Background: an optimization exercise with open tools, aiming at small area and a short achievable clock period. Do not read the settings as production practice. Function was not checked in any run shown here: the RTL went through the layout flow alone.

<file path="design/flow/run.sh">
#!/bin/bash
# synth_recipe.tcl (not shown) runs the flow's synth.tcl, then flattens the netlist and writes it again
# the make line also repeats each setting of config.mk as NAME=value (left out here)
make -C /OpenROAD-flow-scripts/flow DESIGN_CONFIG=/design/flow/config.mk WORK_HOME=/design/flow/orfs CLKGATE_MAP_FILE= SYNTH_SCRIPT=/design/flow/synth_recipe.tcl finish
</file>
<file path="design/flow/design.v">
module sqrt_16s (
    input         clk,
    input  [15:0] data_i,
    input         vld_i,
    output [15:0] data_o,
    output        vld_o
);
    wire [2:0] a1 = {1'b0, data_i[15:14]};
    wire [2:0] b1 = 3'b001;
    wire [2:0] g1_0 = ~a1 & b1;
    wire [2:0] p1_0 = ~a1 | b1;
    wire g1_1_1 = g1_0[1] | (p1_0[1] & g1_0[0]);
    wire p1_1_1 = p1_0[1] & p1_0[0];
    wire g1_4_2 = g1_0[2] | (p1_0[2] & g1_1_1);
    wire p1_4_2 = p1_0[2] & p1_1_1;
    wire s1 = g1_4_2;
    wire [1:0] c1 = {g1_0[0], 1'b0};
    wire [1:0] r1 = a1[1:0] ^ ({2{~s1}} & (b1[1:0] ^ c1));
    wire [0:0] q1 = ~s1;
    wire [13:0] x1 = data_i[13:0];
    reg  [0:0] q_r1;
    always @(posedge clk) q_r1 <= q1;
    reg  [1:0] r_r1;
    always @(posedge clk) r_r1 <= r1;
    reg  [13:0] x_r1;
    always @(posedge clk) x_r1 <= x1;
    reg  [0:0] v_r1;
    always @(posedge clk) v_r1 <= vld_i;
    wire [3:0] a2 = {r_r1, x_r1[13:12]};
    wire [3:0] b2 = {1'b0, q_r1, 2'b01};
    wire [3:0] g2_0 = ~a2 & b2;
    wire [3:0] p2_0 = ~a2 | b2;
    wire g2_1_1 = g2_0[1] | (p2_0[1] & g2_0[0]);
    wire p2_1_1 = p2_0[1] & p2_0[0];
    wire g2_1_3 = g2_0[3] | (p2_0[3] & g2_0[2]);
    wire p2_1_3 = p2_0[3] & p2_0[2];
    wire g2_2_3 = g2_1_3 | (p2_1_3 & g2_1_1);
    wire p2_2_3 = p2_1_3 & p2_1_1;
    wire g2_4_2 = g2_0[2] | (p2_0[2] & g2_1_1);
    wire p2_4_2 = p2_0[2] & p2_1_1;
    wire s2 = g2_2_3;
    wire [2:0] c2 = {g2_1_1, g2_0[0], 1'b0};
    wire [2:0] r2 = a2[2:0] ^ ({3{~s2}} & (b2[2:0] ^ c2));
    wire [1:0] q2 = {q_r1, ~s2};
    wire [11:0] x2 = x_r1[11:0];
    reg  [1:0] q_r2;
    always @(posedge clk) q_r2 <= q2;
    reg  [2:0] r_r2;
    always @(posedge clk) r_r2 <= r2;
    reg  [11:0] x_r2;
    always @(posedge clk) x_r2 <= x2;
    reg  [0:0] v_r2;
    always @(posedge clk) v_r2 <= v_r1;
    wire [4:0] a3 = {r_r2, x_r2[11:10]};
    wire [4:0] b3 = {1'b0, q_r2, 2'b01};
    wire [4:0] g3_0 = ~a3 & b3;
    wire [4:0] p3_0 = ~a3 | b3;
    wire g3_1_1 = g3_0[1] | (p3_0[1] & g3_0[0]);
    wire p3_1_1 = p3_0[1] & p3_0[0];
    wire g3_1_3 = g3_0[3] | (p3_0[3] & g3_0[2]);
    wire p3_1_3 = p3_0[3] & p3_0[2];
    wire g3_2_3 = g3_1_3 | (p3_1_3 & g3_1_1);
    wire p3_2_3 = p3_1_3 & p3_1_1;
    wire g3_6_2 = g3_0[2] | (p3_0[2] & g3_1_1);
    wire p3_6_2 = p3_0[2] & p3_1_1;
    wire g3_6_4 = g3_0[4] | (p3_0[4] & g3_2_3);
    wire p3_6_4 = p3_0[4] & p3_2_3;
    wire s3 = g3_6_4;
    wire [3:0] c3 = {g3_6_2, g3_1_1, g3_0[0], 1'b0};
    wire [3:0] r3 = a3[3:0] ^ ({4{~s3}} & (b3[3:0] ^ c3));
    wire [2:0] q3 = {q_r2, ~s3};
    wire [9:0] x3 = x_r2[9:0];
    reg  [2:0] q_r3;
    always @(posedge clk) q_r3 <= q3;
    reg  [3:0] r_r3;
    always @(posedge clk) r_r3 <= r3;
    reg  [9:0] x_r3;
    always @(posedge clk) x_r3 <= x3;
    reg  [0:0] v_r3;
    always @(posedge clk) v_r3 <= v_r2;
    wire [5:0] a4 = {r_r3, x_r3[9:8]};
    wire [5:0] b4 = {1'b0, q_r3, 2'b01};
    wire [5:0] g4_0 = ~a4 & b4;
    wire [5:0] p4_0 = ~a4 | b4;
    wire g4_1_1 = g4_0[1] | (p4_0[1] & g4_0[0]);
    wire p4_1_1 = p4_0[1] & p4_0[0];
    wire g4_1_3 = g4_0[3] | (p4_0[3] & g4_0[2]);
    wire p4_1_3 = p4_0[3] & p4_0[2];
    wire g4_1_5 = g4_0[5] | (p4_0[5] & g4_0[4]);
    wire p4_1_5 = p4_0[5] & p4_0[4];
    wire g4_2_3 = g4_1_3 | (p4_1_3 & g4_1_1);
    wire p4_2_3 = p4_1_3 & p4_1_1;
    wire g4_5_5 = g4_1_5 | (p4_1_5 & g4_2_3);
    wire p4_5_5 = p4_1_5 & p4_2_3;
    wire g4_6_2 = g4_0[2] | (p4_0[2] & g4_1_1);
    wire p4_6_2 = p4_0[2] & p4_1_1;
    wire g4_6_4 = g4_0[4] | (p4_0[4] & g4_2_3);
    wire p4_6_4 = p4_0[4] & p4_2_3;
    wire s4 = g4_5_5;
    wire [4:0] c4 = {g4_2_3, g4_6_2, g4_1_1, g4_0[0], 1'b0};
    wire [4:0] r4 = a4[4:0] ^ ({5{~s4}} & (b4[4:0] ^ c4));
    wire [3:0] q4 = {q_r3, ~s4};
    wire [7:0] x4 = x_r3[7:0];
    reg  [3:0] q_r4;
    always @(posedge clk) q_r4 <= q4;
    reg  [4:0] r_r4;
    always @(posedge clk) r_r4 <= r4;
    reg  [7:0] x_r4;
    always @(posedge clk) x_r4 <= x4;
    reg  [0:0] v_r4;
    always @(posedge clk) v_r4 <= v_r3;
    wire [6:0] a5 = {r_r4, x_r4[7:6]};
    wire [6:0] b5 = {1'b0, q_r4, 2'b01};
    wire [6:0] g5_0 = ~a5 & b5;
    wire [6:0] p5_0 = ~a5 | b5;
    wire g5_1_1 = g5_0[1] | (p5_0[1] & g5_0[0]);
    wire p5_1_1 = p5_0[1] & p5_0[0];
    wire g5_1_3 = g5_0[3] | (p5_0[3] & g5_0[2]);
    wire p5_1_3 = p5_0[3] & p5_0[2];
    wire g5_1_5 = g5_0[5] | (p5_0[5] & g5_0[4]);
    wire p5_1_5 = p5_0[5] & p5_0[4];
    wire g5_2_3 = g5_1_3 | (p5_1_3 & g5_1_1);
    wire p5_2_3 = p5_1_3 & p5_1_1;
    wire g5_5_5 = g5_1_5 | (p5_1_5 & g5_2_3);
    wire p5_5_5 = p5_1_5 & p5_2_3;
    wire g5_6_2 = g5_0[2] | (p5_0[2] & g5_1_1);
    wire p5_6_2 = p5_0[2] & p5_1_1;
    wire g5_6_4 = g5_0[4] | (p5_0[4] & g5_2_3);
    wire p5_6_4 = p5_0[4] & p5_2_3;
    wire g5_6_6 = g5_0[6] | (p5_0[6] & g5_5_5);
    wire p5_6_6 = p5_0[6] & p5_5_5;
    wire s5 = g5_6_6;
    wire [5:0] c5 = {g5_6_4, g5_2_3, g5_6_2, g5_1_1, g5_0[0], 1'b0};
    wire [5:0] r5 = a5[5:0] ^ ({6{~s5}} & (b5[5:0] ^ c5));
    wire [4:0] q5 = {q_r4, ~s5};
    wire [5:0] x5 = x_r4[5:0];
    reg  [4:0] q_r5;
    always @(posedge clk) q_r5 <= q5;
    reg  [5:0] r_r5;
    always @(posedge clk) r_r5 <= r5;
    reg  [5:0] x_r5;
    always @(posedge clk) x_r5 <= x5;
    reg  [0:0] v_r5;
    always @(posedge clk) v_r5 <= v_r4;
    wire [7:0] a6 = {r_r5, x_r5[5:4]};
    wire [7:0] b6 = {1'b0, q_r5, 2'b01};
    wire [7:0] g6_0 = ~a6 & b6;
    wire [7:0] p6_0 = ~a6 | b6;
    wire g6_1_1 = g6_0[1] | (p6_0[1] & g6_0[0]);
    wire p6_1_1 = p6_0[1] & p6_0[0];
    wire g6_1_3 = g6_0[3] | (p6_0[3] & g6_0[2]);
    wire p6_1_3 = p6_0[3] & p6_0[2];
    wire g6_1_5 = g6_0[5] | (p6_0[5] & g6_0[4]);
    wire p6_1_5 = p6_0[5] & p6_0[4];
    wire g6_1_7 = g6_0[7] | (p6_0[7] & g6_0[6]);
    wire p6_1_7 = p6_0[7] & p6_0[6];
    wire g6_2_3 = g6_1_3 | (p6_1_3 & g6_1_1);
    wire p6_2_3 = p6_1_3 & p6_1_1;
    wire g6_2_7 = g6_1_7 | (p6_1_7 & g6_1_5);
    wire p6_2_7 = p6_1_7 & p6_1_5;
    wire g6_3_7 = g6_2_7 | (p6_2_7 & g6_2_3);
    wire p6_3_7 = p6_2_7 & p6_2_3;
    wire g6_5_5 = g6_1_5 | (p6_1_5 & g6_2_3);
    wire p6_5_5 = p6_1_5 & p6_2_3;
    wire g6_6_2 = g6_0[2] | (p6_0[2] & g6_1_1);
    wire p6_6_2 = p6_0[2] & p6_1_1;
    wire g6_6_4 = g6_0[4] | (p6_0[4] & g6_2_3);
    wire p6_6_4 = p6_0[4] & p6_2_3;
    wire g6_6_6 = g6_0[6] | (p6_0[6] & g6_5_5);
    wire p6_6_6 = p6_0[6] & p6_5_5;
    wire s6 = g6_3_7;
    wire [6:0] c6 = {g6_5_5, g6_6_4, g6_2_3, g6_6_2, g6_1_1, g6_0[0], 1'b0};
    wire [6:0] r6 = a6[6:0] ^ ({7{~s6}} & (b6[6:0] ^ c6));
    wire [5:0] q6 = {q_r5, ~s6};
    wire [3:0] x6 = x_r5[3:0];
    reg  [5:0] q_r6;
    always @(posedge clk) q_r6 <= q6;
    reg  [6:0] r_r6;
    always @(posedge clk) r_r6 <= r6;
    reg  [3:0] x_r6;
    always @(posedge clk) x_r6 <= x6;
    reg  [0:0] v_r6;
    always @(posedge clk) v_r6 <= v_r5;
    wire [8:0] a7 = {r_r6, x_r6[3:2]};
    wire [8:0] b7 = {1'b0, q_r6, 2'b01};
    wire [8:0] g7_0 = ~a7 & b7;
    wire [8:0] p7_0 = ~a7 | b7;
    wire g7_1_1 = g7_0[1] | (p7_0[1] & g7_0[0]);
    wire p7_1_1 = p7_0[1] & p7_0[0];
    wire g7_1_3 = g7_0[3] | (p7_0[3] & g7_0[2]);
    wire p7_1_3 = p7_0[3] & p7_0[2];
    wire g7_1_5 = g7_0[5] | (p7_0[5] & g7_0[4]);
    wire p7_1_5 = p7_0[5] & p7_0[4];
    wire g7_1_7 = g7_0[7] | (p7_0[7] & g7_0[6]);
    wire p7_1_7 = p7_0[7] & p7_0[6];
    wire g7_2_3 = g7_1_3 | (p7_1_3 & g7_1_1);
    wire p7_2_3 = p7_1_3 & p7_1_1;
    wire g7_2_7 = g7_1_7 | (p7_1_7 & g7_1_5);
    wire p7_2_7 = p7_1_7 & p7_1_5;
    wire g7_3_7 = g7_2_7 | (p7_2_7 & g7_2_3);
    wire p7_3_7 = p7_2_7 & p7_2_3;
    wire g7_7_5 = g7_1_5 | (p7_1_5 & g7_2_3);
    wire p7_7_5 = p7_1_5 & p7_2_3;
    wire g7_8_2 = g7_0[2] | (p7_0[2] & g7_1_1);
    wire p7_8_2 = p7_0[2] & p7_1_1;
    wire g7_8_4 = g7_0[4] | (p7_0[4] & g7_2_3);
    wire p7_8_4 = p7_0[4] & p7_2_3;
    wire g7_8_6 = g7_0[6] | (p7_0[6] & g7_7_5);
    wire p7_8_6 = p7_0[6] & p7_7_5;
    wire g7_8_8 = g7_0[8] | (p7_0[8] & g7_3_7);
    wire p7_8_8 = p7_0[8] & p7_3_7;
    wire s7 = g7_8_8;
    wire [7:0] c7 = {g7_8_6, g7_7_5, g7_8_4, g7_2_3, g7_8_2, g7_1_1, g7_0[0], 1'b0};
    wire [7:0] r7 = a7[7:0] ^ ({8{~s7}} & (b7[7:0] ^ c7));
    wire [6:0] q7 = {q_r6, ~s7};
    wire [1:0] x7 = x_r6[1:0];
    reg  [6:0] q_r7;
    always @(posedge clk) q_r7 <= q7;
    reg  [7:0] r_r7;
    always @(posedge clk) r_r7 <= r7;
    reg  [1:0] x_r7;
    always @(posedge clk) x_r7 <= x7;
    reg  [0:0] v_r7;
    always @(posedge clk) v_r7 <= v_r6;
    wire [9:0] a8 = {r_r7, x_r7[1:0]};
    wire [9:0] b8 = {1'b0, q_r7, 2'b01};
    wire [9:0] g8_0 = ~a8 & b8;
    wire [9:0] p8_0 = ~a8 | b8;
    wire g8_1_1 = g8_0[1] | (p8_0[1] & g8_0[0]);
    wire p8_1_1 = p8_0[1] & p8_0[0];
    wire g8_1_3 = g8_0[3] | (p8_0[3] & g8_0[2]);
    wire p8_1_3 = p8_0[3] & p8_0[2];
    wire g8_1_5 = g8_0[5] | (p8_0[5] & g8_0[4]);
    wire p8_1_5 = p8_0[5] & p8_0[4];
    wire g8_1_7 = g8_0[7] | (p8_0[7] & g8_0[6]);
    wire p8_1_7 = p8_0[7] & p8_0[6];
    wire g8_1_9 = g8_0[9] | (p8_0[9] & g8_0[8]);
    wire p8_1_9 = p8_0[9] & p8_0[8];
    wire g8_2_3 = g8_1_3 | (p8_1_3 & g8_1_1);
    wire p8_2_3 = p8_1_3 & p8_1_1;
    wire g8_2_7 = g8_1_7 | (p8_1_7 & g8_1_5);
    wire p8_2_7 = p8_1_7 & p8_1_5;
    wire g8_3_7 = g8_2_7 | (p8_2_7 & g8_2_3);
    wire p8_3_7 = p8_2_7 & p8_2_3;
    wire g8_7_5 = g8_1_5 | (p8_1_5 & g8_2_3);
    wire p8_7_5 = p8_1_5 & p8_2_3;
    wire g8_7_9 = g8_1_9 | (p8_1_9 & g8_3_7);
    wire p8_7_9 = p8_1_9 & p8_3_7;
    wire g8_8_2 = g8_0[2] | (p8_0[2] & g8_1_1);
    wire p8_8_2 = p8_0[2] & p8_1_1;
    wire g8_8_4 = g8_0[4] | (p8_0[4] & g8_2_3);
    wire p8_8_4 = p8_0[4] & p8_2_3;
    wire g8_8_6 = g8_0[6] | (p8_0[6] & g8_7_5);
    wire p8_8_6 = p8_0[6] & p8_7_5;
    wire g8_8_8 = g8_0[8] | (p8_0[8] & g8_3_7);
    wire p8_8_8 = p8_0[8] & p8_3_7;
    wire s8 = g8_7_9;
    wire [8:0] c8 = {g8_3_7, g8_8_6, g8_7_5, g8_8_4, g8_2_3, g8_8_2, g8_1_1, g8_0[0], 1'b0};
    wire [8:0] r8 = a8[8:0] ^ ({9{~s8}} & (b8[8:0] ^ c8));
    wire [7:0] q8 = {q_r7, ~s8};
    reg  [7:0] q_r8;
    always @(posedge clk) q_r8 <= q8;
    reg  [8:0] r_r8;
    always @(posedge clk) r_r8 <= r8;
    reg  [0:0] v_r8;
    always @(posedge clk) v_r8 <= v_r7;
    wire [10:0] a9 = {r_r8, 2'b00};
    wire [10:0] b9 = {1'b0, q_r8, 2'b01};
    wire [10:0] g9_0 = ~a9 & b9;
    wire [10:0] p9_0 = ~a9 | b9;
    wire g9_1_1 = g9_0[1] | (p9_0[1] & g9_0[0]);
    wire p9_1_1 = p9_0[1] & p9_0[0];
    wire g9_1_3 = g9_0[3] | (p9_0[3] & g9_0[2]);
    wire p9_1_3 = p9_0[3] & p9_0[2];
    wire g9_1_5 = g9_0[5] | (p9_0[5] & g9_0[4]);
    wire p9_1_5 = p9_0[5] & p9_0[4];
    wire g9_1_7 = g9_0[7] | (p9_0[7] & g9_0[6]);
    wire p9_1_7 = p9_0[7] & p9_0[6];
    wire g9_1_9 = g9_0[9] | (p9_0[9] & g9_0[8]);
    wire p9_1_9 = p9_0[9] & p9_0[8];
    wire g9_2_3 = g9_1_3 | (p9_1_3 & g9_1_1);
    wire p9_2_3 = p9_1_3 & p9_1_1;
    wire g9_2_7 = g9_1_7 | (p9_1_7 & g9_1_5);
    wire p9_2_7 = p9_1_7 & p9_1_5;
    wire g9_3_7 = g9_2_7 | (p9_2_7 & g9_2_3);
    wire p9_3_7 = p9_2_7 & p9_2_3;
    wire g9_7_5 = g9_1_5 | (p9_1_5 & g9_2_3);
    wire p9_7_5 = p9_1_5 & p9_2_3;
    wire g9_7_9 = g9_1_9 | (p9_1_9 & g9_3_7);
    wire p9_7_9 = p9_1_9 & p9_3_7;
    wire g9_8_2 = g9_0[2] | (p9_0[2] & g9_1_1);
    wire p9_8_2 = p9_0[2] & p9_1_1;
    wire g9_8_4 = g9_0[4] | (p9_0[4] & g9_2_3);
    wire p9_8_4 = p9_0[4] & p9_2_3;
    wire g9_8_6 = g9_0[6] | (p9_0[6] & g9_7_5);
    wire p9_8_6 = p9_0[6] & p9_7_5;
    wire g9_8_8 = g9_0[8] | (p9_0[8] & g9_3_7);
    wire p9_8_8 = p9_0[8] & p9_3_7;
    wire g9_8_10 = g9_0[10] | (p9_0[10] & g9_7_9);
    wire p9_8_10 = p9_0[10] & p9_7_9;
    wire s9 = g9_8_10;
    wire [9:0] c9 = {g9_8_8, g9_3_7, g9_8_6, g9_7_5, g9_8_4, g9_2_3, g9_8_2, g9_1_1, g9_0[0], 1'b0};
    wire [9:0] r9 = a9[9:0] ^ ({10{~s9}} & (b9[9:0] ^ c9));
    wire [8:0] q9 = {q_r8, ~s9};
    reg  [8:0] q_r9;
    always @(posedge clk) q_r9 <= q9;
    reg  [9:0] r_r9;
    always @(posedge clk) r_r9 <= r9;
    reg  [0:0] v_r9;
    always @(posedge clk) v_r9 <= v_r8;
    wire [11:0] a10 = {r_r9, 2'b00};
    wire [11:0] b10 = {1'b0, q_r9, 2'b01};
    wire [11:0] g10_0 = ~a10 & b10;
    wire [11:0] p10_0 = ~a10 | b10;
    wire g10_1_1 = g10_0[1] | (p10_0[1] & g10_0[0]);
    wire p10_1_1 = p10_0[1] & p10_0[0];
    wire g10_1_3 = g10_0[3] | (p10_0[3] & g10_0[2]);
    wire p10_1_3 = p10_0[3] & p10_0[2];
    wire g10_1_5 = g10_0[5] | (p10_0[5] & g10_0[4]);
    wire p10_1_5 = p10_0[5] & p10_0[4];
    wire g10_1_7 = g10_0[7] | (p10_0[7] & g10_0[6]);
    wire p10_1_7 = p10_0[7] & p10_0[6];
    wire g10_1_9 = g10_0[9] | (p10_0[9] & g10_0[8]);
    wire p10_1_9 = p10_0[9] & p10_0[8];
    wire g10_1_11 = g10_0[11] | (p10_0[11] & g10_0[10]);
    wire p10_1_11 = p10_0[11] & p10_0[10];
    wire g10_2_3 = g10_1_3 | (p10_1_3 & g10_1_1);
    wire p10_2_3 = p10_1_3 & p10_1_1;
    wire g10_2_7 = g10_1_7 | (p10_1_7 & g10_1_5);
    wire p10_2_7 = p10_1_7 & p10_1_5;
    wire g10_2_11 = g10_1_11 | (p10_1_11 & g10_1_9);
    wire p10_2_11 = p10_1_11 & p10_1_9;
    wire g10_3_7 = g10_2_7 | (p10_2_7 & g10_2_3);
    wire p10_3_7 = p10_2_7 & p10_2_3;
    wire g10_6_11 = g10_2_11 | (p10_2_11 & g10_3_7);
    wire p10_6_11 = p10_2_11 & p10_3_7;
    wire g10_7_5 = g10_1_5 | (p10_1_5 & g10_2_3);
    wire p10_7_5 = p10_1_5 & p10_2_3;
    wire g10_7_9 = g10_1_9 | (p10_1_9 & g10_3_7);
    wire p10_7_9 = p10_1_9 & p10_3_7;
    wire g10_8_2 = g10_0[2] | (p10_0[2] & g10_1_1);
    wire p10_8_2 = p10_0[2] & p10_1_1;
    wire g10_8_4 = g10_0[4] | (p10_0[4] & g10_2_3);
    wire p10_8_4 = p10_0[4] & p10_2_3;
    wire g10_8_6 = g10_0[6] | (p10_0[6] & g10_7_5);
    wire p10_8_6 = p10_0[6] & p10_7_5;
    wire g10_8_8 = g10_0[8] | (p10_0[8] & g10_3_7);
    wire p10_8_8 = p10_0[8] & p10_3_7;
    wire g10_8_10 = g10_0[10] | (p10_0[10] & g10_7_9);
    wire p10_8_10 = p10_0[10] & p10_7_9;
    wire s10 = g10_6_11;
    wire [10:0] c10 = {g10_7_9, g10_8_8, g10_3_7, g10_8_6, g10_7_5, g10_8_4, g10_2_3, g10_8_2, g10_1_1, g10_0[0], 1'b0};
    wire [10:0] r10 = a10[10:0] ^ ({11{~s10}} & (b10[10:0] ^ c10));
    wire [9:0] q10 = {q_r9, ~s10};
    reg  [9:0] q_r10;
    always @(posedge clk) q_r10 <= q10;
    reg  [10:0] r_r10;
    always @(posedge clk) r_r10 <= r10;
    reg  [0:0] v_r10;
    always @(posedge clk) v_r10 <= v_r9;
    wire [12:0] a11 = {r_r10, 2'b00};
    wire [12:0] b11 = {1'b0, q_r10, 2'b01};
    wire [12:0] g11_0 = ~a11 & b11;
    wire [12:0] p11_0 = ~a11 | b11;
    wire g11_1_1 = g11_0[1] | (p11_0[1] & g11_0[0]);
    wire p11_1_1 = p11_0[1] & p11_0[0];
    wire g11_1_3 = g11_0[3] | (p11_0[3] & g11_0[2]);
    wire p11_1_3 = p11_0[3] & p11_0[2];
    wire g11_1_5 = g11_0[5] | (p11_0[5] & g11_0[4]);
    wire p11_1_5 = p11_0[5] & p11_0[4];
    wire g11_1_7 = g11_0[7] | (p11_0[7] & g11_0[6]);
    wire p11_1_7 = p11_0[7] & p11_0[6];
    wire g11_1_9 = g11_0[9] | (p11_0[9] & g11_0[8]);
    wire p11_1_9 = p11_0[9] & p11_0[8];
    wire g11_1_11 = g11_0[11] | (p11_0[11] & g11_0[10]);
    wire p11_1_11 = p11_0[11] & p11_0[10];
    wire g11_2_3 = g11_1_3 | (p11_1_3 & g11_1_1);
    wire p11_2_3 = p11_1_3 & p11_1_1;
    wire g11_2_7 = g11_1_7 | (p11_1_7 & g11_1_5);
    wire p11_2_7 = p11_1_7 & p11_1_5;
    wire g11_2_11 = g11_1_11 | (p11_1_11 & g11_1_9);
    wire p11_2_11 = p11_1_11 & p11_1_9;
    wire g11_3_7 = g11_2_7 | (p11_2_7 & g11_2_3);
    wire p11_3_7 = p11_2_7 & p11_2_3;
    wire g11_6_11 = g11_2_11 | (p11_2_11 & g11_3_7);
    wire p11_6_11 = p11_2_11 & p11_3_7;
    wire g11_7_5 = g11_1_5 | (p11_1_5 & g11_2_3);
    wire p11_7_5 = p11_1_5 & p11_2_3;
    wire g11_7_9 = g11_1_9 | (p11_1_9 & g11_3_7);
    wire p11_7_9 = p11_1_9 & p11_3_7;
    wire g11_8_2 = g11_0[2] | (p11_0[2] & g11_1_1);
    wire p11_8_2 = p11_0[2] & p11_1_1;
    wire g11_8_4 = g11_0[4] | (p11_0[4] & g11_2_3);
    wire p11_8_4 = p11_0[4] & p11_2_3;
    wire g11_8_6 = g11_0[6] | (p11_0[6] & g11_7_5);
    wire p11_8_6 = p11_0[6] & p11_7_5;
    wire g11_8_8 = g11_0[8] | (p11_0[8] & g11_3_7);
    wire p11_8_8 = p11_0[8] & p11_3_7;
    wire g11_8_10 = g11_0[10] | (p11_0[10] & g11_7_9);
    wire p11_8_10 = p11_0[10] & p11_7_9;
    wire g11_8_12 = g11_0[12] | (p11_0[12] & g11_6_11);
    wire p11_8_12 = p11_0[12] & p11_6_11;
    wire s11 = g11_8_12;
    wire [11:0] c11 = {g11_8_10, g11_7_9, g11_8_8, g11_3_7, g11_8_6, g11_7_5, g11_8_4, g11_2_3, g11_8_2, g11_1_1, g11_0[0], 1'b0};
    wire [11:0] r11 = a11[11:0] ^ ({12{~s11}} & (b11[11:0] ^ c11));
    wire [10:0] q11 = {q_r10, ~s11};
    reg  [10:0] q_r11;
    always @(posedge clk) q_r11 <= q11;
    reg  [11:0] r_r11;
    always @(posedge clk) r_r11 <= r11;
    reg  [0:0] v_r11;
    always @(posedge clk) v_r11 <= v_r10;
    wire [13:0] a12 = {r_r11, 2'b00};
    wire [13:0] b12 = {1'b0, q_r11, 2'b01};
    wire [13:0] g12_0 = ~a12 & b12;
    wire [13:0] p12_0 = ~a12 | b12;
    wire g12_1_1 = g12_0[1] | (p12_0[1] & g12_0[0]);
    wire p12_1_1 = p12_0[1] & p12_0[0];
    wire g12_1_3 = g12_0[3] | (p12_0[3] & g12_0[2]);
    wire p12_1_3 = p12_0[3] & p12_0[2];
    wire g12_1_5 = g12_0[5] | (p12_0[5] & g12_0[4]);
    wire p12_1_5 = p12_0[5] & p12_0[4];
    wire g12_1_7 = g12_0[7] | (p12_0[7] & g12_0[6]);
    wire p12_1_7 = p12_0[7] & p12_0[6];
    wire g12_1_9 = g12_0[9] | (p12_0[9] & g12_0[8]);
    wire p12_1_9 = p12_0[9] & p12_0[8];
    wire g12_1_11 = g12_0[11] | (p12_0[11] & g12_0[10]);
    wire p12_1_11 = p12_0[11] & p12_0[10];
    wire g12_1_13 = g12_0[13] | (p12_0[13] & g12_0[12]);
    wire p12_1_13 = p12_0[13] & p12_0[12];
    wire g12_2_3 = g12_1_3 | (p12_1_3 & g12_1_1);
    wire p12_2_3 = p12_1_3 & p12_1_1;
    wire g12_2_7 = g12_1_7 | (p12_1_7 & g12_1_5);
    wire p12_2_7 = p12_1_7 & p12_1_5;
    wire g12_2_11 = g12_1_11 | (p12_1_11 & g12_1_9);
    wire p12_2_11 = p12_1_11 & p12_1_9;
    wire g12_3_7 = g12_2_7 | (p12_2_7 & g12_2_3);
    wire p12_3_7 = p12_2_7 & p12_2_3;
    wire g12_6_11 = g12_2_11 | (p12_2_11 & g12_3_7);
    wire p12_6_11 = p12_2_11 & p12_3_7;
    wire g12_7_5 = g12_1_5 | (p12_1_5 & g12_2_3);
    wire p12_7_5 = p12_1_5 & p12_2_3;
    wire g12_7_9 = g12_1_9 | (p12_1_9 & g12_3_7);
    wire p12_7_9 = p12_1_9 & p12_3_7;
    wire g12_7_13 = g12_1_13 | (p12_1_13 & g12_6_11);
    wire p12_7_13 = p12_1_13 & p12_6_11;
    wire g12_8_2 = g12_0[2] | (p12_0[2] & g12_1_1);
    wire p12_8_2 = p12_0[2] & p12_1_1;
    wire g12_8_4 = g12_0[4] | (p12_0[4] & g12_2_3);
    wire p12_8_4 = p12_0[4] & p12_2_3;
    wire g12_8_6 = g12_0[6] | (p12_0[6] & g12_7_5);
    wire p12_8_6 = p12_0[6] & p12_7_5;
    wire g12_8_8 = g12_0[8] | (p12_0[8] & g12_3_7);
    wire p12_8_8 = p12_0[8] & p12_3_7;
    wire g12_8_10 = g12_0[10] | (p12_0[10] & g12_7_9);
    wire p12_8_10 = p12_0[10] & p12_7_9;
    wire g12_8_12 = g12_0[12] | (p12_0[12] & g12_6_11);
    wire p12_8_12 = p12_0[12] & p12_6_11;
    wire s12 = g12_7_13;
    wire [12:0] c12 = {g12_6_11, g12_8_10, g12_7_9, g12_8_8, g12_3_7, g12_8_6, g12_7_5, g12_8_4, g12_2_3, g12_8_2, g12_1_1, g12_0[0], 1'b0};
    wire [12:0] r12 = a12[12:0] ^ ({13{~s12}} & (b12[12:0] ^ c12));
    wire [11:0] q12 = {q_r11, ~s12};
    reg  [11:0] q_r12;
    always @(posedge clk) q_r12 <= q12;
    reg  [12:0] r_r12;
    always @(posedge clk) r_r12 <= r12;
    reg  [0:0] v_r12;
    always @(posedge clk) v_r12 <= v_r11;
    wire [14:0] a13 = {r_r12, 2'b00};
    wire [14:0] b13 = {1'b0, q_r12, 2'b01};
    wire [14:0] g13_0 = ~a13 & b13;
    wire [14:0] p13_0 = ~a13 | b13;
    wire g13_1_1 = g13_0[1] | (p13_0[1] & g13_0[0]);
    wire p13_1_1 = p13_0[1] & p13_0[0];
    wire g13_1_3 = g13_0[3] | (p13_0[3] & g13_0[2]);
    wire p13_1_3 = p13_0[3] & p13_0[2];
    wire g13_1_5 = g13_0[5] | (p13_0[5] & g13_0[4]);
    wire p13_1_5 = p13_0[5] & p13_0[4];
    wire g13_1_7 = g13_0[7] | (p13_0[7] & g13_0[6]);
    wire p13_1_7 = p13_0[7] & p13_0[6];
    wire g13_1_9 = g13_0[9] | (p13_0[9] & g13_0[8]);
    wire p13_1_9 = p13_0[9] & p13_0[8];
    wire g13_1_11 = g13_0[11] | (p13_0[11] & g13_0[10]);
    wire p13_1_11 = p13_0[11] & p13_0[10];
    wire g13_1_13 = g13_0[13] | (p13_0[13] & g13_0[12]);
    wire p13_1_13 = p13_0[13] & p13_0[12];
    wire g13_2_3 = g13_1_3 | (p13_1_3 & g13_1_1);
    wire p13_2_3 = p13_1_3 & p13_1_1;
    wire g13_2_7 = g13_1_7 | (p13_1_7 & g13_1_5);
    wire p13_2_7 = p13_1_7 & p13_1_5;
    wire g13_2_11 = g13_1_11 | (p13_1_11 & g13_1_9);
    wire p13_2_11 = p13_1_11 & p13_1_9;
    wire g13_3_7 = g13_2_7 | (p13_2_7 & g13_2_3);
    wire p13_3_7 = p13_2_7 & p13_2_3;
    wire g13_6_11 = g13_2_11 | (p13_2_11 & g13_3_7);
    wire p13_6_11 = p13_2_11 & p13_3_7;
    wire g13_7_5 = g13_1_5 | (p13_1_5 & g13_2_3);
    wire p13_7_5 = p13_1_5 & p13_2_3;
    wire g13_7_9 = g13_1_9 | (p13_1_9 & g13_3_7);
    wire p13_7_9 = p13_1_9 & p13_3_7;
    wire g13_7_13 = g13_1_13 | (p13_1_13 & g13_6_11);
    wire p13_7_13 = p13_1_13 & p13_6_11;
    wire g13_8_2 = g13_0[2] | (p13_0[2] & g13_1_1);
    wire p13_8_2 = p13_0[2] & p13_1_1;
    wire g13_8_4 = g13_0[4] | (p13_0[4] & g13_2_3);
    wire p13_8_4 = p13_0[4] & p13_2_3;
    wire g13_8_6 = g13_0[6] | (p13_0[6] & g13_7_5);
    wire p13_8_6 = p13_0[6] & p13_7_5;
    wire g13_8_8 = g13_0[8] | (p13_0[8] & g13_3_7);
    wire p13_8_8 = p13_0[8] & p13_3_7;
    wire g13_8_10 = g13_0[10] | (p13_0[10] & g13_7_9);
    wire p13_8_10 = p13_0[10] & p13_7_9;
    wire g13_8_12 = g13_0[12] | (p13_0[12] & g13_6_11);
    wire p13_8_12 = p13_0[12] & p13_6_11;
    wire g13_8_14 = g13_0[14] | (p13_0[14] & g13_7_13);
    wire p13_8_14 = p13_0[14] & p13_7_13;
    wire s13 = g13_8_14;
    wire [13:0] c13 = {g13_8_12, g13_6_11, g13_8_10, g13_7_9, g13_8_8, g13_3_7, g13_8_6, g13_7_5, g13_8_4, g13_2_3, g13_8_2, g13_1_1, g13_0[0], 1'b0};
    wire [13:0] r13 = a13[13:0] ^ ({14{~s13}} & (b13[13:0] ^ c13));
    wire [12:0] q13 = {q_r12, ~s13};
    reg  [12:0] q_r13;
    always @(posedge clk) q_r13 <= q13;
    reg  [13:0] r_r13;
    always @(posedge clk) r_r13 <= r13;
    reg  [0:0] v_r13;
    always @(posedge clk) v_r13 <= v_r12;
    wire [15:0] a14 = {r_r13, 2'b00};
    wire [15:0] b14 = {1'b0, q_r13, 2'b01};
    wire [15:0] g14_0 = ~a14 & b14;
    wire [15:0] p14_0 = ~a14 | b14;
    wire g14_1_1 = g14_0[1] | (p14_0[1] & g14_0[0]);
    wire p14_1_1 = p14_0[1] & p14_0[0];
    wire g14_1_3 = g14_0[3] | (p14_0[3] & g14_0[2]);
    wire p14_1_3 = p14_0[3] & p14_0[2];
    wire g14_1_5 = g14_0[5] | (p14_0[5] & g14_0[4]);
    wire p14_1_5 = p14_0[5] & p14_0[4];
    wire g14_1_7 = g14_0[7] | (p14_0[7] & g14_0[6]);
    wire p14_1_7 = p14_0[7] & p14_0[6];
    wire g14_1_9 = g14_0[9] | (p14_0[9] & g14_0[8]);
    wire p14_1_9 = p14_0[9] & p14_0[8];
    wire g14_1_11 = g14_0[11] | (p14_0[11] & g14_0[10]);
    wire p14_1_11 = p14_0[11] & p14_0[10];
    wire g14_1_13 = g14_0[13] | (p14_0[13] & g14_0[12]);
    wire p14_1_13 = p14_0[13] & p14_0[12];
    wire g14_1_15 = g14_0[15] | (p14_0[15] & g14_0[14]);
    wire p14_1_15 = p14_0[15] & p14_0[14];
    wire g14_2_3 = g14_1_3 | (p14_1_3 & g14_1_1);
    wire p14_2_3 = p14_1_3 & p14_1_1;
    wire g14_2_7 = g14_1_7 | (p14_1_7 & g14_1_5);
    wire p14_2_7 = p14_1_7 & p14_1_5;
    wire g14_2_11 = g14_1_11 | (p14_1_11 & g14_1_9);
    wire p14_2_11 = p14_1_11 & p14_1_9;
    wire g14_2_15 = g14_1_15 | (p14_1_15 & g14_1_13);
    wire p14_2_15 = p14_1_15 & p14_1_13;
    wire g14_3_7 = g14_2_7 | (p14_2_7 & g14_2_3);
    wire p14_3_7 = p14_2_7 & p14_2_3;
    wire g14_3_15 = g14_2_15 | (p14_2_15 & g14_2_11);
    wire p14_3_15 = p14_2_15 & p14_2_11;
    wire g14_4_15 = g14_3_15 | (p14_3_15 & g14_3_7);
    wire p14_4_15 = p14_3_15 & p14_3_7;
    wire g14_6_11 = g14_2_11 | (p14_2_11 & g14_3_7);
    wire p14_6_11 = p14_2_11 & p14_3_7;
    wire g14_7_5 = g14_1_5 | (p14_1_5 & g14_2_3);
    wire p14_7_5 = p14_1_5 & p14_2_3;
    wire g14_7_9 = g14_1_9 | (p14_1_9 & g14_3_7);
    wire p14_7_9 = p14_1_9 & p14_3_7;
    wire g14_7_13 = g14_1_13 | (p14_1_13 & g14_6_11);
    wire p14_7_13 = p14_1_13 & p14_6_11;
    wire g14_8_2 = g14_0[2] | (p14_0[2] & g14_1_1);
    wire p14_8_2 = p14_0[2] & p14_1_1;
    wire g14_8_4 = g14_0[4] | (p14_0[4] & g14_2_3);
    wire p14_8_4 = p14_0[4] & p14_2_3;
    wire g14_8_6 = g14_0[6] | (p14_0[6] & g14_7_5);
    wire p14_8_6 = p14_0[6] & p14_7_5;
    wire g14_8_8 = g14_0[8] | (p14_0[8] & g14_3_7);
    wire p14_8_8 = p14_0[8] & p14_3_7;
    wire g14_8_10 = g14_0[10] | (p14_0[10] & g14_7_9);
    wire p14_8_10 = p14_0[10] & p14_7_9;
    wire g14_8_12 = g14_0[12] | (p14_0[12] & g14_6_11);
    wire p14_8_12 = p14_0[12] & p14_6_11;
    wire g14_8_14 = g14_0[14] | (p14_0[14] & g14_7_13);
    wire p14_8_14 = p14_0[14] & p14_7_13;
    wire s14 = g14_4_15;
    wire [14:0] c14 = {g14_7_13, g14_8_12, g14_6_11, g14_8_10, g14_7_9, g14_8_8, g14_3_7, g14_8_6, g14_7_5, g14_8_4, g14_2_3, g14_8_2, g14_1_1, g14_0[0], 1'b0};
    wire [14:0] r14 = a14[14:0] ^ ({15{~s14}} & (b14[14:0] ^ c14));
    wire [13:0] q14 = {q_r13, ~s14};
    reg  [13:0] q_r14;
    always @(posedge clk) q_r14 <= q14;
    reg  [14:0] r_r14;
    always @(posedge clk) r_r14 <= r14;
    reg  [0:0] v_r14;
    always @(posedge clk) v_r14 <= v_r13;
    wire [16:0] a15 = {r_r14, 2'b00};
    wire [16:0] b15 = {1'b0, q_r14, 2'b01};
    wire [16:0] g15_0 = ~a15 & b15;
    wire [16:0] p15_0 = ~a15 | b15;
    wire g15_1_1 = g15_0[1] | (p15_0[1] & g15_0[0]);
    wire p15_1_1 = p15_0[1] & p15_0[0];
    wire g15_1_3 = g15_0[3] | (p15_0[3] & g15_0[2]);
    wire p15_1_3 = p15_0[3] & p15_0[2];
    wire g15_1_5 = g15_0[5] | (p15_0[5] & g15_0[4]);
    wire p15_1_5 = p15_0[5] & p15_0[4];
    wire g15_1_7 = g15_0[7] | (p15_0[7] & g15_0[6]);
    wire p15_1_7 = p15_0[7] & p15_0[6];
    wire g15_1_9 = g15_0[9] | (p15_0[9] & g15_0[8]);
    wire p15_1_9 = p15_0[9] & p15_0[8];
    wire g15_1_11 = g15_0[11] | (p15_0[11] & g15_0[10]);
    wire p15_1_11 = p15_0[11] & p15_0[10];
    wire g15_1_13 = g15_0[13] | (p15_0[13] & g15_0[12]);
    wire p15_1_13 = p15_0[13] & p15_0[12];
    wire g15_1_15 = g15_0[15] | (p15_0[15] & g15_0[14]);
    wire p15_1_15 = p15_0[15] & p15_0[14];
    wire g15_2_3 = g15_1_3 | (p15_1_3 & g15_1_1);
    wire p15_2_3 = p15_1_3 & p15_1_1;
    wire g15_2_7 = g15_1_7 | (p15_1_7 & g15_1_5);
    wire p15_2_7 = p15_1_7 & p15_1_5;
    wire g15_2_11 = g15_1_11 | (p15_1_11 & g15_1_9);
    wire p15_2_11 = p15_1_11 & p15_1_9;
    wire g15_2_15 = g15_1_15 | (p15_1_15 & g15_1_13);
    wire p15_2_15 = p15_1_15 & p15_1_13;
    wire g15_3_7 = g15_2_7 | (p15_2_7 & g15_2_3);
    wire p15_3_7 = p15_2_7 & p15_2_3;
    wire g15_3_15 = g15_2_15 | (p15_2_15 & g15_2_11);
    wire p15_3_15 = p15_2_15 & p15_2_11;
    wire g15_4_15 = g15_3_15 | (p15_3_15 & g15_3_7);
    wire p15_4_15 = p15_3_15 & p15_3_7;
    wire g15_8_11 = g15_2_11 | (p15_2_11 & g15_3_7);
    wire p15_8_11 = p15_2_11 & p15_3_7;
    wire g15_9_5 = g15_1_5 | (p15_1_5 & g15_2_3);
    wire p15_9_5 = p15_1_5 & p15_2_3;
    wire g15_9_9 = g15_1_9 | (p15_1_9 & g15_3_7);
    wire p15_9_9 = p15_1_9 & p15_3_7;
    wire g15_9_13 = g15_1_13 | (p15_1_13 & g15_8_11);
    wire p15_9_13 = p15_1_13 & p15_8_11;
    wire g15_10_2 = g15_0[2] | (p15_0[2] & g15_1_1);
    wire p15_10_2 = p15_0[2] & p15_1_1;
    wire g15_10_4 = g15_0[4] | (p15_0[4] & g15_2_3);
    wire p15_10_4 = p15_0[4] & p15_2_3;
    wire g15_10_6 = g15_0[6] | (p15_0[6] & g15_9_5);
    wire p15_10_6 = p15_0[6] & p15_9_5;
    wire g15_10_8 = g15_0[8] | (p15_0[8] & g15_3_7);
    wire p15_10_8 = p15_0[8] & p15_3_7;
    wire g15_10_10 = g15_0[10] | (p15_0[10] & g15_9_9);
    wire p15_10_10 = p15_0[10] & p15_9_9;
    wire g15_10_12 = g15_0[12] | (p15_0[12] & g15_8_11);
    wire p15_10_12 = p15_0[12] & p15_8_11;
    wire g15_10_14 = g15_0[14] | (p15_0[14] & g15_9_13);
    wire p15_10_14 = p15_0[14] & p15_9_13;
    wire g15_10_16 = g15_0[16] | (p15_0[16] & g15_4_15);
    wire p15_10_16 = p15_0[16] & p15_4_15;
    wire s15 = g15_10_16;
    wire [15:0] c15 = {g15_10_14, g15_9_13, g15_10_12, g15_8_11, g15_10_10, g15_9_9, g15_10_8, g15_3_7, g15_10_6, g15_9_5, g15_10_4, g15_2_3, g15_10_2, g15_1_1, g15_0[0], 1'b0};
    wire [15:0] r15 = a15[15:0] ^ ({16{~s15}} & (b15[15:0] ^ c15));
    wire [14:0] q15 = {q_r14, ~s15};
    reg  [14:0] q_r15;
    always @(posedge clk) q_r15 <= q15;
    reg  [15:0] r_r15;
    always @(posedge clk) r_r15 <= r15;
    reg  [0:0] v_r15;
    always @(posedge clk) v_r15 <= v_r14;
    wire [17:0] a16 = {r_r15, 2'b00};
    wire [17:0] b16 = {1'b0, q_r15, 2'b01};
    wire [17:0] g16_0 = ~a16 & b16;
    wire [17:0] p16_0 = ~a16 | b16;
    wire g16_1_1 = g16_0[1] | (p16_0[1] & g16_0[0]);
    wire p16_1_1 = p16_0[1] & p16_0[0];
    wire g16_1_3 = g16_0[3] | (p16_0[3] & g16_0[2]);
    wire p16_1_3 = p16_0[3] & p16_0[2];
    wire g16_1_5 = g16_0[5] | (p16_0[5] & g16_0[4]);
    wire p16_1_5 = p16_0[5] & p16_0[4];
    wire g16_1_7 = g16_0[7] | (p16_0[7] & g16_0[6]);
    wire p16_1_7 = p16_0[7] & p16_0[6];
    wire g16_1_9 = g16_0[9] | (p16_0[9] & g16_0[8]);
    wire p16_1_9 = p16_0[9] & p16_0[8];
    wire g16_1_11 = g16_0[11] | (p16_0[11] & g16_0[10]);
    wire p16_1_11 = p16_0[11] & p16_0[10];
    wire g16_1_13 = g16_0[13] | (p16_0[13] & g16_0[12]);
    wire p16_1_13 = p16_0[13] & p16_0[12];
    wire g16_1_15 = g16_0[15] | (p16_0[15] & g16_0[14]);
    wire p16_1_15 = p16_0[15] & p16_0[14];
    wire g16_1_17 = g16_0[17] | (p16_0[17] & g16_0[16]);
    wire p16_1_17 = p16_0[17] & p16_0[16];
    wire g16_2_3 = g16_1_3 | (p16_1_3 & g16_1_1);
    wire p16_2_3 = p16_1_3 & p16_1_1;
    wire g16_2_7 = g16_1_7 | (p16_1_7 & g16_1_5);
    wire p16_2_7 = p16_1_7 & p16_1_5;
    wire g16_2_11 = g16_1_11 | (p16_1_11 & g16_1_9);
    wire p16_2_11 = p16_1_11 & p16_1_9;
    wire g16_2_15 = g16_1_15 | (p16_1_15 & g16_1_13);
    wire p16_2_15 = p16_1_15 & p16_1_13;
    wire g16_3_7 = g16_2_7 | (p16_2_7 & g16_2_3);
    wire p16_3_7 = p16_2_7 & p16_2_3;
    wire g16_3_15 = g16_2_15 | (p16_2_15 & g16_2_11);
    wire p16_3_15 = p16_2_15 & p16_2_11;
    wire g16_4_15 = g16_3_15 | (p16_3_15 & g16_3_7);
    wire p16_4_15 = p16_3_15 & p16_3_7;
    wire g16_8_11 = g16_2_11 | (p16_2_11 & g16_3_7);
    wire p16_8_11 = p16_2_11 & p16_3_7;
    wire g16_9_5 = g16_1_5 | (p16_1_5 & g16_2_3);
    wire p16_9_5 = p16_1_5 & p16_2_3;
    wire g16_9_9 = g16_1_9 | (p16_1_9 & g16_3_7);
    wire p16_9_9 = p16_1_9 & p16_3_7;
    wire g16_9_13 = g16_1_13 | (p16_1_13 & g16_8_11);
    wire p16_9_13 = p16_1_13 & p16_8_11;
    wire g16_9_17 = g16_1_17 | (p16_1_17 & g16_4_15);
    wire p16_9_17 = p16_1_17 & p16_4_15;
    wire g16_10_2 = g16_0[2] | (p16_0[2] & g16_1_1);
    wire p16_10_2 = p16_0[2] & p16_1_1;
    wire g16_10_4 = g16_0[4] | (p16_0[4] & g16_2_3);
    wire p16_10_4 = p16_0[4] & p16_2_3;
    wire g16_10_6 = g16_0[6] | (p16_0[6] & g16_9_5);
    wire p16_10_6 = p16_0[6] & p16_9_5;
    wire g16_10_8 = g16_0[8] | (p16_0[8] & g16_3_7);
    wire p16_10_8 = p16_0[8] & p16_3_7;
    wire g16_10_10 = g16_0[10] | (p16_0[10] & g16_9_9);
    wire p16_10_10 = p16_0[10] & p16_9_9;
    wire g16_10_12 = g16_0[12] | (p16_0[12] & g16_8_11);
    wire p16_10_12 = p16_0[12] & p16_8_11;
    wire g16_10_14 = g16_0[14] | (p16_0[14] & g16_9_13);
    wire p16_10_14 = p16_0[14] & p16_9_13;
    wire g16_10_16 = g16_0[16] | (p16_0[16] & g16_4_15);
    wire p16_10_16 = p16_0[16] & p16_4_15;
    wire s16 = g16_9_17;
    wire [15:0] q16 = {q_r15, ~s16};
    reg  [15:0] q_r16;
    always @(posedge clk) q_r16 <= q16;
    reg  [0:0] v_r16;
    always @(posedge clk) v_r16 <= v_r15;
    assign data_o = q_r16;
    assign vld_o  = v_r16;
endmodule
</file>
<file path="design/flow/config.mk">
export PLATFORM = sky130hd
export DESIGN_NAME = sqrt_16s
export DESIGN_NICKNAME = sqrt_16s
export VERILOG_FILES = /design/flow/design.v
export SDC_FILE = /design/flow/constraint.sdc
export NUM_CORES = 4
export LEC_CHECK = 0
export ABC_AREA = 1
export CAP_MARGIN = 20
export CORE_MARGIN = 2
export CORE_UTILIZATION = 40
export SETUP_SLACK_MARGIN = 1.1
export SLEW_MARGIN = 20
</file>
<file path="design/flow/constraint.sdc">
create_clock -name core_clock -period 3.0 [get_ports {clk}]
set_input_delay 0.6000 -clock core_clock [delete_from_list [all_inputs] [get_ports {clk}]]
set_output_delay 0.6000 -clock core_clock [all_outputs]
set_load 0.01 [all_outputs]
</file>
==> qor.yml, run 1 <==
status: "timing/DRC/antenna clean"
synth_edf_count: 0
hold_viol: 0
drive_above_1_share_pct: 11.4
synth_fp_nets: 1475
synth_warnings: 1
overflow: 0
fin_tns_setup_ns: 0
worst_pin_slew_ns: 0.555
die_x_um: 180
gp_congestion: 0.771
grt_max_degree: 17
ctsLongestPathBuffers: 3
pin_count: 35
cts_buffers: 38
cts.sinks: 329
ys_types: 53
synth.avg_cell_area_um2: 8.53
cp.arrival_ns: 2.17
dpl.hpwl_um: 15000
hold_path.class: "register to register"
ctsRootBufferMaster: "clkbuf_16"
max_freq_ghz: 0.565
firstDrtPassIters: 4
setup_violations: 0
cts_tree: "done"
max_stage_delay_ns: 0.38
layout_commonest_cell: "dfxtp_1"
crit_fanout: 7
seq_area_frac_synth_pct: 53.2
ys.flop_type: "dfxtp_1"
clk_pin_slew_ns: 0.06
post_drt_wl_per_cell_um: 10.4
die_area_um2: 32400
antenna_found_initial: 0
via_per_inst: 4.46
path_cells: "nand2_1, a21oi_2, nand2_2, a21oi_4, nand3_2, nand2_2, nand2_2, nand2_2, inv_4, ha_1, xor2_1"
vias: 8654
crit_top_cell: "nand2_2"
final_cell_area_um2: 14500
syn-cell-area_um2: 12400
die_height_um: 180
grt_pass1_vias: 8290
slowest_stage: "dfxtp_1"
critPathKind: "register to register"
rows: 64
place_area_um2: 13100
core_um2: 30500
synthCells: 1450
finalCritPeriodShare_pct: 59.0
grt_use_total_pct: 12.7
end_kind: "register"
postLayoutCoreUtil_pct: 47.6
areaGrowthSynthToFinish_pct: 17.3
fin_crit_ns: 1.77
diodes: 0
routed_wl_um: 20100
async_flop_share_pct: 0
startpoint_type: "register"
grt_pass1_wl_um: 35400
start_util_pct: 40.6
required_ns: 3.40
cap_violations: 0
ant_nets: 0
ys_seq_elements: 329
max-slew-margin-rel_pct: 63.0
clock_skew_ns: 0.0283
nNetsFinal: 1547
drt_iter0_markers: 317
cts_htree_levels: 2
final_cell_mix: "dfxtp_1 (326), nand2_1 (319), inv_1 (238)"
rsz0062_at_grt: "true"
portBuffers: 34
drc: 0
clk_latency_ns: 0.53
maxSlewViolCount: 0
[cells by family (layout without fill, tap and decap cells)]
| family | Yosys count | count (layout) | share of synthesized area, % |
|---|---|---|---|
| buf+inv | 255 | 351 | 8.23 |
| fa+ha+maj | 11 | 11 | 1.04 |
| xor+xnor | 119 | 119 | 8.49 |
| simple gates | 604 | 604 | 22.5 |
| compound gates | 132 | 132 | 6.46 |
| flops | 329 | 329 | 53.2 |
[synthesized netlist by cell type, drive strengths merged, types with 2 or more instances]
library cell,number,area [um2]
o22ai,3,18.8
xor2,97,850
o21bai,2,15.0
and2,2,15.0
nand3,104,618
nand4,15,93.8
nor2,88,348
dfxtp,329,6590
o211ai,4,35.0
xnor2,22,200
nor3b,2,20.0
maj3,4,41.3
inv,250,941
o21ai,73,392
nand3b,13,105
a221oi,4,35.0
nor3,4,25.0
a21boi,3,33.8
a21oi,39,240
or2,23,146
ha,7,87.6
buf,5,77.6
nand2,353,1420
[layout make-up]
cell class,count,area (um2)
clock buffer,50,1070
clock inverter,14,218
fill,2908,16000
inverter,250,948
multi-input combinational,866,4850
sequential,329,6590
tap,396,495
timing repair buffer,37,342
[per-stage QoR]
| stage | setup WS [ns] | hold WS [ns] | instances |
|---|---|---|---|
| floorplan | 1.40 | 0.310 | 1450 |
| global placement | 1.07 | 0.310 | 1875 |
| detailed placement | 1.07 | 0.312 | 1875 |
| CTS | 1.12 | 0.322 | 1940 |
| global route | 1.06 | 0.327 | 1942 |
| finish | 1.23 | 0.322 | 1942 |
[worst max-delay path, delay by kind of cell (launching register included)]
kind | cells | cell delay, ns
buf+inv | 1 | 0.07
xor+xnor | 1 | 0.14
flops | 1 | 0.38
fa+ha+maj | 1 | 0.19
compound gates | 2 | 0.34
simple gates | 6 | 0.53
[final timing paths]
check	start	cells past startpoint	endpoint	slack, ns
max	q_r7[0]$_DFF_P_	11	r_r8[1]$_DFF_P_	1.23
min	x_r4[0]$_DFF_P_	0	x_r5[0]$_DFF_P_	0.32
max reg2reg	q_r7[0]$_DFF_P_	11	r_r8[1]$_DFF_P_	1.23
min reg2reg	x_r4[0]$_DFF_P_	0	x_r5[0]$_DFF_P_	0.32
[state kept, by name, indices dropped and copies added (netlist names), 9 cells and up]
name / flops
q_r16: 16
q_r15: 15
q_r14: 14
r_r15: 14
x_r1: 14
q_r13: 13
r_r14: 13
q_r12: 12
r_r13: 12
x_r2: 12
q_r11: 11
r_r12: 11
q_r10: 10
r_r11: 10
x_r3: 10
q_r9: 9
r_r10: 9
r_r8: 9
[layer usage]
metal	GRT usage (%)	vias to the layer above	wire length [um]
met4	5.04	0	565
met1	13.3	3902	8260
met3	2.19	40	592
met2	24.9	100	10700
met5	0	-	0
li1	-	4612	-
[timing repair]
action                                  in CTS  in global routing
resized for setup                           19                 28
hold buffers                                 0                  0
endpoints found under the setup margin      18                 43
buffers inserted                             1                  2
pin swaps                                    2                  3
==> run 2, diff against run 1 <==
--- a/design/flow/config.mk
+++ b/design/flow/config.mk
@@ -9,5 +9,5 @@
 export CAP_MARGIN = 20
 export CORE_MARGIN = 2
 export CORE_UTILIZATION = 40
-export SETUP_SLACK_MARGIN = 1.1
+export CTS_BUF_LIST = sky130_fd_sc_hd__clkbuf_4 sky130_fd_sc_hd__clkbuf_8
 export SLEW_MARGIN = 20
==> qor.yml, run 2 <==
status: "timing/DRC/antenna clean"
yosys.area_share.simple_pct: 22.5
routed_wl_um: 20100
max-slew-margin-rel_pct: 71.0
max_freq_ghz: 0.496
grt_max_degree: 17
cp_top_family: "buffers and inverters"
core_um2: 30500
startpoint: "q_r16[7]$_DFF_P_"
ctsResizeCount: 0
grt_use_total_pct: 12.8
final_cell_mix: "dfxtp_1 (329), nand2_1 (326), inv_1 (239)"
rsz0062_at_grt: "false"
stdcell_count: 1978
overflow: 0
synth_compound_area_share_pct: 6.46
clock_skew_ns: 0.0298
clk_latency_ns: 0.59
ys.flop_type: "dfxtp_1"
seq_area_frac_synth_pct: 53.2
grt_pass1_wl_um: 35600
startpoint_type: "register"
fin_tns_setup_ns: 0
final_cell_area_um2: 14500
rows: 64
fin_crit_ns: 2.02
reg2reg_slack_ns: 1.12
max_stage_delay_ns: 0.53
synthCells: 1450
worstHoldPathCells: 0
async_flop_share_pct: 0
regArea_um2: 6590
reg_top3: "q_r16 (16), q_r15 (15)"
crit_fanout: 1
place_area_um2: 13100
ys_seq_elements: 329
antenna_found_initial: 0
cts_tree: "done"
yosys-top-cells-area: "dfxtp_1 (53%), nand2_1 (9.9%), inv_1 (7.3%)"
dp_cells: 1875
clk_pin_slew_ns: 0.06
areaGrowthSynthToFinish_pct: 17.0
finalCritPeriodShare_pct: 67.2
syn-cell-area_um2: 12400
setup_slack_ns: 0.983
cp.arrival_ns: 1.42
path_buf_inv: 1
worst_pin_slew_ns: 0.430
pre_cts_ws_ns: 1.07
nNetsFinal: 1561
r2r_cells: 12
pin_count: 35
largest_reg_flops: 16
layout_commonest_cell: "dfxtp_1"
synth_top_family_by_area: "simple AND/OR/NAND/NOR gates"
min_from: "v_r6$_DFF_P_"
ctsRootBufferMaster: "clkbuf_8"
start_util_pct: 40.6
r2r-start: "x_r7[0]$_DFF_P_"
required_ns: 2.40
firstDrtPassIters: 5
drive_above_1_share_pct: 12.8
synth_top_area_share_pct: 53.2
gp_congestion: 0.771
post_drt_wl_per_cell_um: 10.2
path_cells: "clkdlybuf4s50_1"
synth_top_cell_by_area: "dfxtp_1"
end_kind: "output port"
cts_htree_levels: 2
drc: 0
diodes: 0
dpl.hpwl_um: 15000
critPathKind: "register to output port"
grt_pass1_vias: 8380
multi_input_area_um2: 4770
synth_warnings: 1
die_height_um: 180
synthMuxAreaShare_pct: 0
vias: 8691
ant_nets: 0
fillers: 2901
postCtsHoldBufs: 0
yosys.cell_count.top_type: "dfxtp_1"
portBuffers: 34
ys_types: 53
setup_violations: 0
die_area_um2: 32400
postCtsSetupRepairBufs: 0
synth_edf_count: 0
cap_violations: 0
synth_adder_area_share_pct: 1.04
top_register: "q_r16"
synth.avg_cell_area_um2: 8.53
synth_common_cells: "dfxtp_1 (329), nand2_1 (326), inv_1 (239)"
slowest_stage: "clkdlybuf4s50_1"
r2r-end: "r_r8[1]$_DFF_P_"
maxSlewViolCount: 0
cts_buffers: 55
synthXorXnorAreaFrac_pct: 8.49
min_delay_worst_endpoint: "v_r7$_DFF_P_"
drt_iter0_markers: 334
via_per_inst: 4.39
cts.sinks: 329
die_x_um: 180
hold_path.class: "register to register"
hold_viol: 0
synth_fp_nets: 1475
ctsLongestPathBuffers: 3
==> run 2: cell types whose count changed in the layout (fill, tap and decap cells not counted), sizes merged <==
cell           before  now
buf                 3    0
clkbuf             50   90
clkdlybuf4s50      17   34
clkinv              6    4
dlygate4sd2        17    0
inv               251  252
==> run 2: per-stage QoR <==
step	hold WS, ns	util [%]
2_1_floorplan	0.310	-
3_3_place_gp	0.310	43.0
3_5_place_dp	0.312	43.0
4_1_cts	0.319	47.4
5_1_grt	0.326	47.4
6_report	0.323	47.4
==> run 2: cell families (layout without fill, tap and decap cells) <==
kind of cell,count (synthesis),in the layout
AO/OA/AOI/OAI,132,132
XOR/XNOR,119,119
adder cells (fa/ha/maj),11,11
buffers and inverters,255,387
flip-flops,329,329
AND/OR/NAND/NOR,604,604
==> run 2: worst reg2reg max path: cells and delay by family (launching register included) <==
family / cells / cell delay [ns]
xor gates and xnor gates: 1 / 0.14
adders and majority gates: 1 / 0.20
AOI/OAI and AO/OA: 2 / 0.38
buffers and inverters: 2 / 0.17
and+or+nand+nor: 6 / 0.57
DFF: 1 / 0.30
==> run 2: worst max-delay path by stage <==
| stage | endpoint | slack [ns] | depth (start not counted) |
|---|---|---|---|
| after CTS | data_o[7] | 0.92 | 1 |
| after global placement | r_r8[1]$_DFF_P_ | 1.07 | 12 |
| after floorplan | r_r8[1]$_DFF_P_ | 1.40 | 12 |
| final | data_o[7] | 0.98 | 1 |
| after detailed placement | r_r8[1]$_DFF_P_ | 1.07 | 12 |
| after global routing | r_r8[1]$_DFF_P_ | 0.90 | 12 |
==> run 2: metal layers <==
layer	up-vias	share of wire, %	global-route usage (%)
met4	0	2.7	4.94
met5	-	0	0
met3	49	4.1	2.94
met2	115	52	24.6
met1	3873	41	13.4
li1	4654	-	-
==> run 2: cell type report <==
| type | count | area share (%) |
|---|---|---|
| Clock buffer | 90 | 7.96 |
| Clock inverter | 13 | 1.30 |
| Inverter | 250 | 6.50 |
| Multi-Input combinational cell | 866 | 32.9 |
| Sequential cell | 329 | 45.5 |
| Tap cell | 396 | 3.42 |
| Timing Repair Buffer | 34 | 2.35 |

what the ideal ports hide:
Ports are ideal in the flow. The routed layouts listed here were re-timed in OpenROAD.
Step 1, drivers: a clkbuf_16 drives clk and a buf_2 each remaining input, both assumed.
Step 2 also shifts input and output timing later by t, the mid clock arrival at the registers, as if the neighbouring blocks saw the same clock.
Slacks: no drivers / after step 1 / after step 2; pairs: no drivers / after step 1.
run | t (ns) | setup slack, ns | worst setup path after step 2 | latest minus earliest clock arrival (ns) | worst register clock-pin slew, ns
run 1 | 0.561 | 1.229 / 1.229 / 1.229 | register to register | 0.029 / 0.029 | 0.06 / 0.06
run 2 | 0.617 | 0.983 / 0.937 / 1.119 | register to register | 0.031 / 0.031 | 0.06 / 0.06
After both steps setup and hold are still met in every run listed.
